From an optimization exercise on the open Yosys and OpenROAD flow, aimed at a short achievable clock period and few clock cycles; shortcuts taken in it are not production practice.
Where RTL was checked, it was by simulation tests only, not by an equivalence proof against the original.
No activity file was given, so power comes from the tool's default toggle rates.

== v6 ==
==> module mipsSystem, before the edit <==
module mipsSystem(rst, clk, imem_addr, imem_rdata, dmem_we, dmem_addr, dmem_wdata, dmem_rdata, wb_en, wb_reg, wb_data);
input rst, clk;
output [31:0] imem_addr;
input [31:0] imem_rdata;
output dmem_we;
output [31:0] dmem_addr, dmem_wdata;
input [31:0] dmem_rdata;
output wb_en;
output [4:0] wb_reg;
output [31:0] wb_data;
reg [31:0] pc;
reg [31:0] rf [1:31];
reg        d_valid;
reg [31:0] d_ir, d_pc4;
reg        e_valid, e_wr, e_load, e_store, e_br, e_ld;
reg [4:0]  e_dst;
reg [31:0] e_a;           
reg [31:0] e_b;           
reg [31:0] e_sd;          
reg [31:0] e_target;
reg [4:0]  e_shamt;
reg        e_op_add, e_op_sub, e_op_and, e_op_or, e_op_slt, e_op_sll, e_zop;
reg        m_valid, m_wr, m_load, m_rep;
reg [4:0]  m_dst;
reg [31:0] m_res;
reg        o_we;
reg [31:0] o_addr, o_wdata;
reg        r_en;
reg [4:0]  r_dst;
reg [31:0] r_data;
reg        w_en;
reg [4:0]  w_dst;
reg [31:0] w_data;
wire [31:0] pc4 = pc + 32'd4;
wire [31:0] ir = imem_rdata;
wire        f_j = (ir[31:26] == 6'b000010);
wire [31:0] f_jtarget = {pc4[31:28], ir[25:0], 2'b00};
wire [5:0] d_op = d_ir[31:26];
wire [4:0] d_rs = d_ir[25:21];
wire [4:0] d_rt = d_ir[20:16];
wire [4:0] d_rd = d_ir[15:11];
wire [5:0] d_fn = d_ir[5:0];
wire [31:0] d_sext = {{16{d_ir[15]}}, d_ir[15:0]};
wire d_rtype = (d_op == 6'b000000);
wire d_lw    = (d_op == 6'b100011);
wire d_sw    = (d_op == 6'b101011);
wire d_beq   = (d_op == 6'b000100);
wire d_jmp   = (d_op == 6'b000010);
wire d_addi  = (d_op == 6'b001000) | (d_op == 6'b001001) | (d_op == 6'b001101);
wire d_wr    = d_rtype | d_lw | d_addi;
wire [4:0] d_dst = d_rtype ? d_rd : d_rt;
wire d_sll   = d_rtype & (d_fn == 6'b000000);
wire [31:0] alu_res;
wire        e_zero, e_eq;
wire        e_zok = e_valid & e_zop;
wire d_bsame = d_beq & (d_rs == d_rt);                                     
wire d_fast  = d_beq & (d_rt == 5'd0) & (d_rs == e_dst) & e_zok;           
wire d_bcond = d_beq & ~d_bsame & ~d_fast;
wire [31:0] d_target = d_pc4 + {d_sext[29:0], 2'b00};
wire d_use_rs = ~d_jmp & ~d_sll & ~d_bsame;
wire d_use_rt = d_rtype | d_sw | d_bcond;
wire stall = d_valid & e_ld & ((d_use_rs & (d_rs == e_dst)) | (d_use_rt & (d_rt == e_dst)));
wire [1023:0] rfv;
genvar gi;
generate
	for (gi = 0; gi < 32; gi = gi + 1) begin : rfread
		if (gi == 0) assign rfv[31:0] = 32'd0;
		else assign rfv[gi*32 +: 32] = rf[gi];
	end
endgenerate
wire [31:0] m_val = m_load ? dmem_rdata : m_res;
wire [31:0] d_a, d_b;
rdport rpa(.rf(rfv), .idx(d_rs), .m_hit(m_valid & m_wr), .m_dst(m_dst), .m_val(m_val),
           .w_hit(w_en), .w_dst(w_dst), .w_val(w_data), .val(d_a));
rdport rpb(.rf(rfv), .idx(d_rt), .m_hit(m_valid & m_wr), .m_dst(m_dst), .m_val(m_val),
           .w_hit(w_en), .w_dst(w_dst), .w_val(w_data), .val(d_b));
wire d_a_e = e_valid & e_wr & (e_dst == d_rs) & (d_rs != 5'd0);
wire d_b_e = e_valid & e_wr & (e_dst == d_rt) & (d_rt != 5'd0);
wire [31:0] d_a_f = d_a_e ? alu_res : d_a;
wire [31:0] d_b_f = d_b_e ? alu_res : d_b;
ealu alu0(.a(e_a), .b(e_b), .sd(e_sd),
          .op_add(e_op_add), .op_sub(e_op_sub), .op_and(e_op_and), .op_or(e_op_or),
          .op_slt(e_op_slt), .op_sll(e_op_sll), .shamt(e_shamt),
          .res(alu_res), .zero(e_zero), .eq(e_eq));
wire e_redirect = e_valid & e_br & e_eq;
wire d_redirect = d_valid & (d_bsame | (d_fast & e_zero));
wire [31:0] pc_next = e_redirect ? e_target :
                      d_redirect ? d_target :
                      stall      ? pc :
                      f_j        ? f_jtarget : pc4;
assign imem_addr = pc;
assign dmem_we    = o_we;
assign dmem_addr  = o_addr;
assign dmem_wdata = o_wdata;
wire m_rep_now = m_valid & m_wr & ~m_rep;
wire e_rep_now = ~m_rep_now & e_valid & e_wr & ~e_load;
assign wb_en   = r_en;
assign wb_reg  = r_dst;
assign wb_data = r_data;
wire e_take = d_valid & ~e_redirect & ~stall;
always @(posedge clk or negedge rst) begin
	if (!rst) begin
		pc      <= 32'd0;
		d_valid <= 1'b0;
		e_valid <= 1'b0;
		m_valid <= 1'b0;
		o_we    <= 1'b0;
		w_en    <= 1'b0;
		r_en    <= 1'b0;
	end else begin
		pc      <= pc_next;
		if (e_redirect | d_redirect) d_valid <= 1'b0;
		else if (!stall) d_valid <= 1'b1;
		e_valid <= e_take & (d_wr | d_sw | d_bcond);
		m_valid <= e_valid;
		o_we    <= e_valid & e_store;
		w_en    <= m_valid & m_wr;
		r_en    <= m_rep_now | e_rep_now;
	end
end
always @(posedge clk) begin
	if (w_en && w_dst != 5'd0) rf[w_dst] <= w_data;
	if (!stall) begin
		d_ir    <= ir;
		d_pc4   <= pc4;
	end
	e_wr      <= d_wr;
	e_load    <= d_lw;
	e_ld      <= e_take & d_lw & (d_rt != 5'd0);
	e_store   <= d_sw;
	e_br      <= d_bcond;
	e_dst     <= d_dst;
	e_a       <= d_a_f;
	e_b       <= d_rtype ? d_b_f : d_sext;
	e_sd      <= d_b_f;
	e_target  <= d_target;
	e_shamt   <= d_ir[10:6];
	e_op_add  <= ~d_rtype | (d_fn == 6'b100000) | (d_fn == 6'b100001);
	e_op_sub  <= d_rtype & ((d_fn == 6'b100010) | (d_fn == 6'b100011));
	e_op_and  <= d_rtype & (d_fn == 6'b100100);
	e_op_or   <= d_rtype & (d_fn == 6'b100101);
	e_op_slt  <= d_rtype & (d_fn == 6'b101010);
	e_op_sll  <= d_sll;
	e_zop     <= (d_rtype & ((d_fn == 6'b100000) | (d_fn == 6'b100001) | (d_fn == 6'b100010) |
	                         (d_fn == 6'b100011) | (d_fn == 6'b100100) | (d_fn == 6'b100101)) |
	              d_addi) & (d_dst != 5'd0);
	m_wr    <= e_wr;
	m_load  <= e_load;
	m_dst   <= e_dst;
	if (e_valid & e_wr) m_res <= alu_res;
	m_rep   <= e_rep_now;
	o_addr  <= alu_res;
	o_wdata <= e_sd;
	r_dst   <= m_rep_now ? m_dst : e_dst;
	r_data  <= m_rep_now ? m_val : alu_res;
	w_dst  <= m_dst;
	w_data <= m_val;
end
endmodule
clock: 11.0 ns
lec_check: 0
cap_margin: 20
core_margin: 2
core_utilization: 40
place_density: 0.6
slew_margin: 20
standard.sh (not shown) runs the stock make flow with config.mk's settings and CLKGATE_MAP_FILE= SYNTH_SCRIPT=/design/flow/synth_recipe.tcl, a recipe that flattens the netlist after the stock synthesis.
==> flow/flow/run.sh <==
#!/bin/bash
# Standard ORFS layout with these changes to how it is made (the SDC is unchanged):
#  - no extraction of full/half adder cells in synthesis (ADDER_MAP_FILE empty),
#    so that ABC maps the adders for speed;
#  - timing repair aimed at a setup margin well above the 11 ns clock, so that
#    repair keeps improving paths that already meet it;
#  - repair may resize cells to other footprints (MATCH_CELL_FOOTPRINT 0).
set -euo pipefail
MARGIN=${MARGIN:-7.5}
bash standard.sh ADDER_MAP_FILE= SETUP_SLACK_MARGIN=$MARGIN MATCH_CELL_FOOTPRINT=0 finish > flow_make.log 2>&1
## Diff of input files: v7 against v6
--- a/flow/design.v
+++ b/flow/design.v
@@ -134,9 +134,16 @@
 output [4:0] wb_reg;
 output [31:0] wb_data;
 reg [31:0] pc;
+reg [31:0] pc_o;          
 reg [31:0] rf [1:31];
 reg        d_valid;
 reg [31:0] d_ir, d_pc4;
+reg [31:2] d_pc;
+reg        d_pred;        
+reg [3:0]  bt_v;
+reg [31:2] bt_tag [0:3];
+reg [31:2] bt_tgt [0:3];
+reg [1:0]  bt_ptr;
 reg        e_valid, e_wr, e_load, e_store, e_br, e_ld;
 reg [4:0]  e_dst;
 reg [31:0] e_a;           
@@ -154,6 +161,7 @@
 reg [4:0]  r_dst;
 reg [31:0] r_data;
 reg        w_en;
+reg [31:1] w_we;          
 reg [4:0]  w_dst;
 reg [31:0] w_data;
 wire [31:0] pc4 = pc + 32'd4;
@@ -208,15 +216,40 @@
           .op_slt(e_op_slt), .op_sll(e_op_sll), .shamt(e_shamt),
           .res(alu_res), .zero(e_zero), .eq(e_eq));
 wire e_redirect = e_valid & e_br & e_eq;
-wire d_redirect = d_valid & (d_bsame | (d_fast & e_zero));
+wire d_mispred = d_pred & ~d_bsame;
+wire d_redirect = d_valid & ((d_bsame & ~d_pred) | d_mispred | (d_fast & e_zero));
+wire [31:0] d_rtarget = d_mispred ? d_pc4 : d_target;
+wire d_install = d_valid & d_bsame & ~d_pred & ~e_redirect;
+wire [3:0] bt_hit;
+genvar bi;
+generate
+	for (bi = 0; bi < 4; bi = bi + 1) begin : btb
+		assign bt_hit[bi] = bt_v[bi] & (bt_tag[bi] == pc[31:2]);
+	end
+endgenerate
+wire        f_hit = |bt_hit;
+wire [31:2] f_htgt = ({30{bt_hit[0]}} & bt_tgt[0]) | ({30{bt_hit[1]}} & bt_tgt[1]) |
+                     ({30{bt_hit[2]}} & bt_tgt[2]) | ({30{bt_hit[3]}} & bt_tgt[3]);
 wire [31:0] pc_next = e_redirect ? e_target :
-                      d_redirect ? d_target :
+                      d_redirect ? d_rtarget :
                       stall      ? pc :
-                      f_j        ? f_jtarget : pc4;
-assign imem_addr = pc;
+                      f_j        ? f_jtarget :
+                      f_hit      ? {f_htgt, 2'b00} : pc4;
+wire hold = stall & ~e_redirect & ~d_redirect;
+wire [31:0] pc_adv = e_redirect ? e_target :
+                     d_redirect ? d_rtarget :
+                     f_j        ? f_jtarget :
+                     f_hit      ? {f_htgt, 2'b00} : pc4;
+assign imem_addr = pc_o;
 assign dmem_we    = o_we;
 assign dmem_addr  = o_addr;
 assign dmem_wdata = o_wdata;
+wire [31:0] m_dec = 32'd1 << m_dst;
+generate
+	for (gi = 1; gi < 32; gi = gi + 1) begin : rfw
+		always @(posedge clk) if (w_we[gi]) rf[gi] <= w_data;
+	end
+endgenerate
 wire m_rep_now = m_valid & m_wr & ~m_rep;
 wire e_rep_now = ~m_rep_now & e_valid & e_wr & ~e_load;
 assign wb_en   = r_en;
@@ -226,14 +259,22 @@
 always @(posedge clk or negedge rst) begin
 	if (!rst) begin
 		pc      <= 32'd0;
+		pc_o    <= 32'd0;
 		d_valid <= 1'b0;
 		e_valid <= 1'b0;
 		m_valid <= 1'b0;
 		o_we    <= 1'b0;
 		w_en    <= 1'b0;
 		r_en    <= 1'b0;
+		bt_v    <= 4'd0;
+		bt_ptr  <= 2'd0;
 	end else begin
+		if (d_install) begin
+			bt_v[bt_ptr] <= 1'b1;
+			bt_ptr       <= bt_ptr + 2'd1;
+		end
 		pc      <= pc_next;
+		pc_o    <= hold ? pc : pc_adv;
 		if (e_redirect | d_redirect) d_valid <= 1'b0;
 		else if (!stall) d_valid <= 1'b1;
 		e_valid <= e_take & (d_wr | d_sw | d_bcond);
@@ -244,10 +285,15 @@
 	end
 end
 always @(posedge clk) begin
-	if (w_en && w_dst != 5'd0) rf[w_dst] <= w_data;
 	if (!stall) begin
 		d_ir    <= ir;
 		d_pc4   <= pc4;
+		d_pc    <= pc[31:2];
+		d_pred  <= f_hit & ~f_j;
+	end
+	if (d_install) begin
+		bt_tag[bt_ptr] <= d_pc;
+		bt_tgt[bt_ptr] <= d_target[31:2];
 	end
 	e_wr      <= d_wr;
 	e_load    <= d_lw;
@@ -279,6 +325,7 @@
 	r_dst   <= m_rep_now ? m_dst : e_dst;
 	r_data  <= m_rep_now ? m_val : alu_res;
 	w_dst  <= m_dst;
+	w_we   <= {31{m_valid & m_wr}} & m_dec[31:1];
 	w_data <= m_val;
 end
 endmodule
Notes after the runs:
v6 → v7: cell leakage power increased 22%, proportion of cell area spent on the clock network picked up an extra 0.32 points.
From v6 to v7 the numbers moved as follows: die footprint grew by about 18%, share of layout cells above drive strength 1 has increased, cell count higher.
Area of the mapped netlist, v7 vs v6: up by more than 10%
v7 finished end to end and its layout was clean on timing, DRC and antenna.
Re clock-buffer cell count: v6 was lower than v7.
Relative to v6, count of antenna diodes in the layout has gone up in v7.
Share of the yosys chip area belonging to registers (higher): v7
Testbench counts of v7, summed over its fixed seeds: cycles 140,910.
Only the layout flow was run in v6; the RTL was not checked for function there.

afterwards: timing with drivers on the ports:
Ports are ideal in the flow. The routed layouts listed here were re-timed in OpenROAD. Step 1 sets driving cells, clkbuf_16 on the clock port and buf_2 on the other inputs (assumed; they add their load-dependent delay and slew). Step 2 times the ports against the registers' clock, not the clock port: input delays grow and output delays shrink by t, the midpoint of the rising clock arrivals with the driver on. Slacks: no drivers / after step 1 / after step 2; pairs: no drivers / after step 1.
| run | t, ns | slack for setup (ns) | slew at the worst register clock pin (ns) | worst data-port slew with drivers (ns) |
|---|---|---|---|---|
| v6 | 0.901 | 7.369 / 7.283 / 6.722 | 0.07 / 0.07 | 0.07 |
| v7 | 0.934 | 7.310 / 7.213 / 6.570 | 0.07 / 0.07 | 0.10 |
After both steps every run listed still meets setup and hold. For v7, which loses most, drivers alone change the setup slack by -0.097 ns; drivers and shift together by -0.740 ns.
